From an optimization exercise on the open Yosys and OpenROAD flow, aimed at small area; shortcuts taken in it are not production practice. The RTL was checked by simulation tests, not by an equivalence proof against the original design.

violet:
==> flow/design.v <==
module system_top (
    input  clk,
    input  reset,
    input  serial_data_in,
    output serial_data_out,
    output parity_error,
    output frame_error
);
    wire line = serial_data_in;
    reg [7:0] rf [0:1];              
    reg [7:0] ring [0:13];           
    reg [3:0] ph;                    
    reg       pe, podd, p8, p16;     
    reg       clr;                   
    reg       wp;                    
    reg       rp;                    
    wire [7:0] A = rf[0];
    wire [7:0] B = rf[1];
    reg        busy;       
    reg        txm;        
    reg        more;       
    reg        exec;       
    reg        calc;       
    reg [2:0]  cs;         
    reg [4:0]  cnt;        
    reg [3:0]  bitn;       
    reg        par;        
    reg        cy;         
    reg        dly;        
    reg [3:0]  arg;        
    reg [15:0] R;          
    localparam [2:0] C_IDLE = 3'd0, C_WADDR = 3'd1, C_WDATA = 3'd2,
                     C_RADDR = 3'd3, C_OPA = 3'd4, C_OPB = 3'd5,
                     C_FUNC = 3'd6;
    wire bit_end  = (&cnt[2:0]) & (p8 | cnt[3] & (p16 | cnt[4]));
    wire is_data  = ~bitn[3];
    wire is_start = bitn[3] & bitn[1];
    wire is_par   = bitn[3] & ~bitn[1] & ~bitn[0] & pe;
    wire is_last  = bitn[3] & ~bitn[1] & (bitn[0] | ~pe);
    wire [7:0] rbyte = R[15:8];      
    wire [3:0] f     = R[11:8];      
    wire o_sub  = (arg == 4'd1);
    wire o_mul  = (arg == 4'd2);
    wire o_div  = (arg == 4'd3);
    wire o_cmp  = (arg == 4'd10) | (arg == 4'd11) | (arg == 4'd12);
    wire o_shr  = (arg == 4'd13);
    wire o_shl  = (arg == 4'd14);
    wire o_arith = (arg == 4'd0) | o_sub | o_mul | o_cmp | o_shl;
    wire pass2  = o_cmp & cnt[0];    
    reg [3:0] tt;                    
    always @(*) begin
        case (arg)
            4'd4:  tt = 4'b1000;
            4'd5:  tt = 4'b1110;
            4'd6:  tt = 4'b0111;
            4'd7:  tt = 4'b0001;
            4'd8:  tt = 4'b0110;
            4'd9:  tt = 4'b1001;
            default: tt = 4'b1100;   
        endcase
    end
    wire ahi  = bitn[3];             
    wire a    = o_div ? ((bitn == 4'd0) ? R[7] : dly) :
                (o_mul ? R[8] : o_shr ? R[1] : R[0]) & ~ahi;
    wire b    = B[bitn[2:0]] & ~ahi & (~o_mul | R[0]);
    wire bb   = o_shl ? a : b ^ (o_sub | o_cmp | o_div & par);
    wire sum  = a ^ bb ^ cy;
    wire cyn  = a & bb | a & cy | bb & cy;
    wire cond = (arg[1:0] == 2'd2) ? par : (arg[1:0] == 2'd3) ? cy & ~par : ~cy;
    wire last_step = (cnt[2:0] == 3'd7);
    wire r    = pass2 ? (bitn == 4'd0) & cond :
                o_div ? sum & ~last_step :   
                o_arith ? sum : tt[{a, b}];
    wire md       = o_mul | o_div;
    wire mul_step = calc & md & (bitn == 4'd8);      
    wire pass_end = (bitn == 4'd15);
    wire calc_last = md ? mul_step & last_step :
                     pass_end & (~o_cmp | cnt[0]);
    wire rx_start  = ~busy & ~line;
    wire fr_end    = busy & bit_end & is_last;
    wire perr      = busy & ~txm & bit_end & is_par & (par ^ line);
    wire ferr      = busy & ~txm & bit_end & is_last & ~line;
    wire rx_abort  = perr & p8;
    wire deliver   = fr_end & ~txm & (line | ~p8);
    wire arg_ring  = arg[3] | arg[2] | arg[1];
    wire at_head   = (ph == arg);
    wire go_read   = rp & (~arg_ring | at_head);
    wire go_func   = exec & (cs == C_FUNC);
    wire tx_start  = go_read | calc & calc_last;
    wire tx_next   = fr_end & txm & more;
    assign parity_error    = perr;
    assign frame_error     = ferr;
    assign serial_data_out = ~txm | (is_data ? R[0] : is_par ? par : ~is_start);
    always @(posedge clk or negedge reset) begin
        if (~reset) begin
            busy <= 1'b0;
            txm  <= 1'b0;
            more <= 1'b0;
            exec <= 1'b0;
            calc <= 1'b0;
            rp   <= 1'b0;
            wp   <= 1'b0;
            cs   <= C_IDLE;
        end
        else begin
            exec <= deliver;
            if (exec & (cs == C_RADDR))
                rp <= 1'b1;
            else if (go_read)
                rp <= 1'b0;
            if (exec & (cs == C_WDATA) & arg_ring)
                wp <= 1'b1;
            else if (at_head)
                wp <= 1'b0;
            if (rx_start | tx_start)
                busy <= 1'b1;
            else if (fr_end & ~tx_next | rx_abort)
                busy <= 1'b0;
            if (tx_start)
                txm <= 1'b1;
            else if (fr_end & ~more)
                txm <= 1'b0;
            if (tx_start)
                more <= ~go_read;
            else if (tx_next)
                more <= 1'b0;
            if (go_func & (f != 4'd15))
                calc <= 1'b1;
            else if (calc_last)
                calc <= 1'b0;
            if (exec) begin
                case (cs)
                    C_IDLE: begin
                        if (rbyte == 8'hAA) cs <= C_WADDR;
                        else if (rbyte == 8'hBB) cs <= C_RADDR;
                        else if (rbyte == 8'hCC) cs <= C_OPA;
                        else if (rbyte == 8'hDD) cs <= C_FUNC;
                    end
                    C_WADDR: cs <= C_WDATA;
                    C_OPA:   cs <= C_OPB;
                    C_OPB:   cs <= C_FUNC;
                    default: cs <= C_IDLE;
                endcase
            end
        end
    end
    wire [7:0] wd = rbyte & {8{reset}};
    wire       wsel = exec & ((cs == C_WDATA) & ~arg_ring | (cs == C_OPA) | (cs == C_OPB));
    wire       waddr = (cs == C_WDATA) ? arg[0] : cs[0];
    wire       wcfg  = exec & (cs == C_WDATA) & (arg[3:1] == 3'b001);
    integer i;
    always @(posedge clk) begin
        for (i = 0; i < 2; i = i + 1)
            if (~reset | wsel & (waddr == i))
                rf[i] <= wd;
        if (~reset | wcfg & ~arg[0]) begin
            pe   <= wd[0] | ~reset;
            podd <= wd[1];
        end
        if (~reset | wcfg & arg[0]) begin
            p8   <= wd[3] | ~reset;
            p16  <= wd[4];
        end
    end
    always @(posedge clk or negedge reset) begin
        if (~reset) begin
            ph  <= 4'd2;
            clr <= 1'b1;
        end
        else begin
            ph <= (ph == 4'd15) ? 4'd2 : ph + 4'd1;
            if (ph == 4'd15)
                clr <= 1'b0;
        end
    end
    wire [7:0] ring_rst = {4'b0000, ph == 4'd3, 2'b00, ph == 4'd2};
    always @(posedge clk) begin
        for (i = 0; i < 13; i = i + 1)
            ring[i] <= ring[i + 1];
        ring[13] <= clr ? ring_rst : (wp & at_head) ? rbyte : ring[0];
    end
    always @(posedge clk) begin
        if (busy)
            cnt <= cnt + 5'd1;
        else if (calc & ~calc_last)
            cnt <= cnt + {4'd0, pass_end | mul_step};
        else
            cnt <= {4'b0, ~line};
        if (rx_start | tx_start | tx_next)
            bitn <= 4'd15;
        else if (go_func | mul_step)
            bitn <= 4'd0;
        else if (busy & bit_end | calc)
            bitn <= bitn + 4'd1;
        if (go_func)
            par <= 1'b1;
        else if (calc & o_div) begin
            if (mul_step)
                par <= ~sum;
        end
        else if (calc)
            par <= par & ~(r & ~pass2);
        else if (busy & bit_end) begin
            if (is_start)
                par <= podd;
            else if (is_data)
                par <= par ^ (txm ? R[0] : line);
        end
        if (go_func)
            cy <= (f == 4'd1) | (f == 4'd3) | (f == 4'd10) | (f == 4'd11) | (f == 4'd12);
        else if (calc & o_div & mul_step)
            cy <= ~sum;
        else if (calc & ~pass2)
            cy <= cyn;
        dly <= R[8];
        if (exec & ((cs == C_WADDR) | (cs == C_RADDR) | (cs == C_FUNC)))
            arg <= f;
        if (busy & bit_end & is_data)
            R <= {line, R[15:1]};
        else if (go_read)
            R[7:0] <= arg_ring ? ring[0] : rf[arg[0]];
        else if (go_func)
            R <= {8'h00, A};
        else if (calc) begin
            if (md & ~mul_step)
                R[15:8] <= {r, R[15:9]};
            else if (o_div)
                R[7:0] <= {R[6:0], ~sum};
            else
                R <= {r, R[15:1]};
        end
    end
endmodule
export LEC_CHECK = 0
export ABC_AREA = 1
export CAP_MARGIN = 20
export CORE_MARGIN = 2
export CORE_UTILIZATION = 40
export CTS_BUF_LIST = sky130_fd_sc_hd__clkbuf_8
export GPL_TIMING_DRIVEN = 0
export SLEW_MARGIN = 20
create_clock -name core_clock -period 28.0 [get_ports {clk}]
standard.sh (not shown) runs the stock make flow with config.mk's settings and CLKGATE_MAP_FILE= SYNTH_SCRIPT=/design/flow/synth_recipe.tcl, a recipe that flattens the netlist after the stock synthesis.
==> flow/flow/run.sh <==
#!/bin/bash
# Own layout flow: the standard synthesis, then the combinational logic is
# re-mapped with an area-oriented ABC script (flip-flops are kept untouched:
# same instances, names and cell types), then the standard layout, with
# clock tree synthesis told not to add dummy loads.
set -euo pipefail
here=$(pwd)
res=$here/orfs/results/$FLOW_PLATFORM/system_top/base

bash standard.sh synth > synth_standard.log 2>&1

lib=$FLOW_HOME/platforms/$FLOW_PLATFORM/lib/sky130_fd_sc_hd__tt_025C_1v80.lib
yosys_exe=$(command -v yosys || echo "$FLOW_HOME/../tools/install/yosys/bin/yosys")
cp "$res/1_2_yosys.v" "$here/1_2_yosys_standard.v"
LIB=$lib IN_V=$here/1_2_yosys_standard.v OUT_V=$here/1_2_yosys_resynth.v \
  ABC_SCRIPT=$here/flow/area.abc PLATFORM_CONFIG=$FLOW_HOME/platforms/$FLOW_PLATFORM/config.mk \
  "$yosys_exe" -c flow/resynth.tcl > resynth.log 2>&1
cp "$here/1_2_yosys_resynth.v" "$res/1_2_yosys.v"
touch "$res/1_2_yosys.v"
rm -f "$res/1_synth.odb"

export CTS_ARGS="-sink_clustering_enable -repair_clock_nets -dont_use_dummy_load -buf_list sky130_fd_sc_hd__clkbuf_8"
bash standard.sh finish > layout.log 2>&1
==> flow/flow/area.abc <==
strash
dc2
&get -n
&dch -f
&nf -a -R 1000
&put
==> flow/flow/resynth.tcl <==
# Re-map the combinational logic of the standard synthesis netlist for area.
yosys -import
set lib $::env(LIB)

# the platform's don't-use cells
set dont_use {}
set fh [open $::env(PLATFORM_CONFIG) r]
set in_list 0
while {[gets $fh line] >= 0} {
  if {[regexp {^\s*export\s+DONT_USE_CELLS\s*\+?=} $line]} { set in_list 1 }
  if {$in_list} {
    foreach w [split [regsub -all {\\} $line " "] " \t"] {
      if {[string match "sky130_*" $w]} { lappend dont_use -dont_use $w }
    }
    if {![regexp {\\\s*$} $line]} { set in_list 0 }
  }
}
close $fh
puts "dont_use: $dont_use"

read_liberty -ignore_miss_func $lib
read_verilog $::env(IN_V)
hierarchy -top system_top
# flip-flops stay as they are
setattr -mod -set keep_hierarchy 1 sky130_fd_sc_hd__df* sky130_fd_sc_hd__edf*
flatten
opt_clean -purge
abc -liberty $lib {*}$dont_use -script $::env(ABC_SCRIPT)
opt_clean -purge
hilomap -singleton -hicell sky130_fd_sc_hd__conb_1 HI -locell sky130_fd_sc_hd__conb_1 LO
select system_top
write_verilog -noattr -nohex -nodec -selected $::env(OUT_V)

# check the result against the library's cells
design -reset
read_liberty -lib $lib
read_verilog $::env(OUT_V)
hierarchy -check -top system_top
check -assert -mapped
tee -o resynth_stat.txt stat -liberty $lib
Input-level comparison between quartz and violet:
-- flow/design.v --
<<< violet, line 8
);
    wire line = serial_data_in;
    reg [7:0] rf [0:1];              
    reg [7:0] ring [0:13];           
    reg [3:0] ph;                    
    reg       pe, podd, p8, p16;     
>>> quartz, line 8
);
    wire line = serial_data_in;
    reg [7:0] B;                     
    reg [7:0] ring [0:14];           
    reg [3:0] ph;                    
    reg       pe, podd, p8, p16;     
<<< violet, line 15
    reg       wp;                    
    reg       rp;                    
    wire [7:0] A = rf[0];
    wire [7:0] B = rf[1];
    reg        busy;       
    reg        txm;        
>>> quartz, line 15
    reg       wp;                    
    reg       rp;                    
    reg       fp;                    
    reg        busy;       
    reg        txm;        
<<< violet, line 83
    wire rx_abort  = perr & p8;
    wire deliver   = fr_end & ~txm & (line | ~p8);
    wire arg_ring  = arg[3] | arg[2] | arg[1];
    wire at_head   = (ph == arg);
    wire go_read   = rp & (~arg_ring | at_head);
    wire go_func   = exec & (cs == C_FUNC);
    wire tx_start  = go_read | calc & calc_last;
    wire tx_next   = fr_end & txm & more;
>>> quartz, line 82
    wire rx_abort  = perr & p8;
    wire deliver   = fr_end & ~txm & (line | ~p8);
    wire arg_ring  = (arg != 4'd1);
    wire at_head   = (ph == arg);
    wire go_read   = rp & (~arg_ring | at_head);
    wire go_func   = fp & (ph == 4'd0);
    wire tx_start  = go_read | calc & calc_last;
    wire tx_next   = fr_end & txm & more;
<<< violet, line 101
            rp   <= 1'b0;
            wp   <= 1'b0;
            cs   <= C_IDLE;
        end
>>> quartz, line 100
            rp   <= 1'b0;
            wp   <= 1'b0;
            fp   <= 1'b0;
            cs   <= C_IDLE;
        end
<<< violet, line 109
            else if (go_read)
                rp <= 1'b0;
            if (exec & (cs == C_WDATA) & arg_ring)
                wp <= 1'b1;
            else if (at_head)
>>> quartz, line 109
            else if (go_read)
                rp <= 1'b0;
            if (exec & ((cs == C_WDATA) & arg_ring | (cs == C_OPA)))
                wp <= 1'b1;
            else if (at_head)
<<< violet, line 125
            else if (tx_next)
                more <= 1'b0;
            if (go_func & (f != 4'd15))
                calc <= 1'b1;
            else if (calc_last)
>>> quartz, line 125
            else if (tx_next)
                more <= 1'b0;
            if (exec & (cs == C_FUNC) & (f != 4'd15))
                fp <= 1'b1;
            else if (go_func)
                fp <= 1'b0;
            if (go_func)
                calc <= 1'b1;
            else if (calc_last)
<<< violet, line 146
    end
    wire [7:0] wd = rbyte & {8{reset}};
    wire       wsel = exec & ((cs == C_WDATA) & ~arg_ring | (cs == C_OPA) | (cs == C_OPB));
    wire       waddr = (cs == C_WDATA) ? arg[0] : cs[0];
    wire       wcfg  = exec & (cs == C_WDATA) & (arg[3:1] == 3'b001);
    integer i;
    always @(posedge clk) begin
        for (i = 0; i < 2; i = i + 1)
            if (~reset | wsel & (waddr == i))
                rf[i] <= wd;
        if (~reset | wcfg & ~arg[0]) begin
            pe   <= wd[0] | ~reset;
>>> quartz, line 150
    end
    wire [7:0] wd = rbyte & {8{reset}};
    wire       wsel = exec & ((cs == C_WDATA) & ~arg_ring | (cs == C_OPB));
    wire       wcfg  = exec & (cs == C_WDATA) & (arg[3:1] == 3'b001);
    integer i;
    always @(posedge clk) begin
        if (~reset | wsel)
            B <= wd;
        if (~reset | wcfg & ~arg[0]) begin
            pe   <= wd[0] | ~reset;
<<< violet, line 165
    always @(posedge clk or negedge reset) begin
        if (~reset) begin
            ph  <= 4'd2;
            clr <= 1'b1;
        end
        else begin
            ph <= (ph == 4'd15) ? 4'd2 : ph + 4'd1;
            if (ph == 4'd15)
                clr <= 1'b0;
>>> quartz, line 167
    always @(posedge clk or negedge reset) begin
        if (~reset) begin
            ph  <= 4'd0;
            clr <= 1'b1;
        end
        else begin
            ph <= (ph == 4'd15) ? 4'd0 : (ph == 4'd0) ? 4'd2 : ph + 4'd1;
            if (ph == 4'd15)
                clr <= 1'b0;
<<< violet, line 176
    wire [7:0] ring_rst = {4'b0000, ph == 4'd3, 2'b00, ph == 4'd2};
    always @(posedge clk) begin
        for (i = 0; i < 13; i = i + 1)
            ring[i] <= ring[i + 1];
        ring[13] <= clr ? ring_rst : (wp & at_head) ? rbyte : ring[0];
    end
    always @(posedge clk) begin
>>> quartz, line 178
    wire [7:0] ring_rst = {4'b0000, ph == 4'd3, 2'b00, ph == 4'd2};
    always @(posedge clk) begin
        for (i = 0; i < 14; i = i + 1)
            ring[i] <= ring[i + 1];
        ring[14] <= clr ? ring_rst : (wp & at_head) ? rbyte : ring[0];
    end
    always @(posedge clk) begin
<<< violet, line 208
        end
        if (go_func)
            cy <= (f == 4'd1) | (f == 4'd3) | (f == 4'd10) | (f == 4'd11) | (f == 4'd12);
        else if (calc & o_div & mul_step)
            cy <= ~sum;
>>> quartz, line 210
        end
        if (go_func)
            cy <= o_sub | o_div | o_cmp;
        else if (calc & o_div & mul_step)
            cy <= ~sum;
<<< violet, line 216
        if (exec & ((cs == C_WADDR) | (cs == C_RADDR) | (cs == C_FUNC)))
            arg <= f;
        if (busy & bit_end & is_data)
            R <= {line, R[15:1]};
        else if (go_read)
            R[7:0] <= arg_ring ? ring[0] : rf[arg[0]];
        else if (go_func)
            R <= {8'h00, A};
        else if (calc) begin
            if (md & ~mul_step)
>>> quartz, line 218
        if (exec & ((cs == C_WADDR) | (cs == C_RADDR) | (cs == C_FUNC)))
            arg <= f;
        else if (exec & (cs == C_OPA))
            arg <= 4'd0;
        if (busy & bit_end & is_data)
            R <= {line, R[15:1]};
        else if (go_read)
            R[7:0] <= arg_ring ? ring[0] : B;
        else if (go_func)
            R <= {8'h00, ring[0]};
        else if (calc) begin
            if (md & ~mul_step)
==> notes.md <==
quartz against violet: initial cell density of the core went down, setup slack of the critical path after layout dropped 0.23 ns, iteration count of the initial detailed-routing pass fell by 1, via count -45. In quartz relative to violet, final routed wirelength across all metal layers had gone down by a few percent. quartz went all the way through the flow, and no timing, DRC or antenna check failed. Number of flip-flops and latches ended up 1 higher on quartz than on violet.

## static timing again, ports no longer ideal
The flow's constraints put no driver on any port. The routed layouts listed below were extracted and timed again, unchanged, in two steps.
Step 1: set_driving_cell puts a clkbuf_16 on clk and a buf_2 on each other input, an assumption about the parent block.
Step 2, shift: input delay + t, output delay - t, t = (earliest + latest rising clock arrival at the registers) / 2. This alone moves slack from input paths to output paths.
a / b / c = ideal / step 1 / step 2; a / b = the first two.
run	t, ns	setup WS [ns]	hold slack, ns	worst setup path after step 2
violet	0.463	15.176 / 15.148 / 15.148	0.312 / 0.312 / 0.312	input to output
quartz	0.478	14.942 / 14.918 / 14.918	0.309 / 0.309 / 0.309	input to output
After both steps setup and hold are still met in every run listed. The setup slack of violet, which loses most, moves by -0.028 ns with the drivers and by -0.028 ns with both steps.
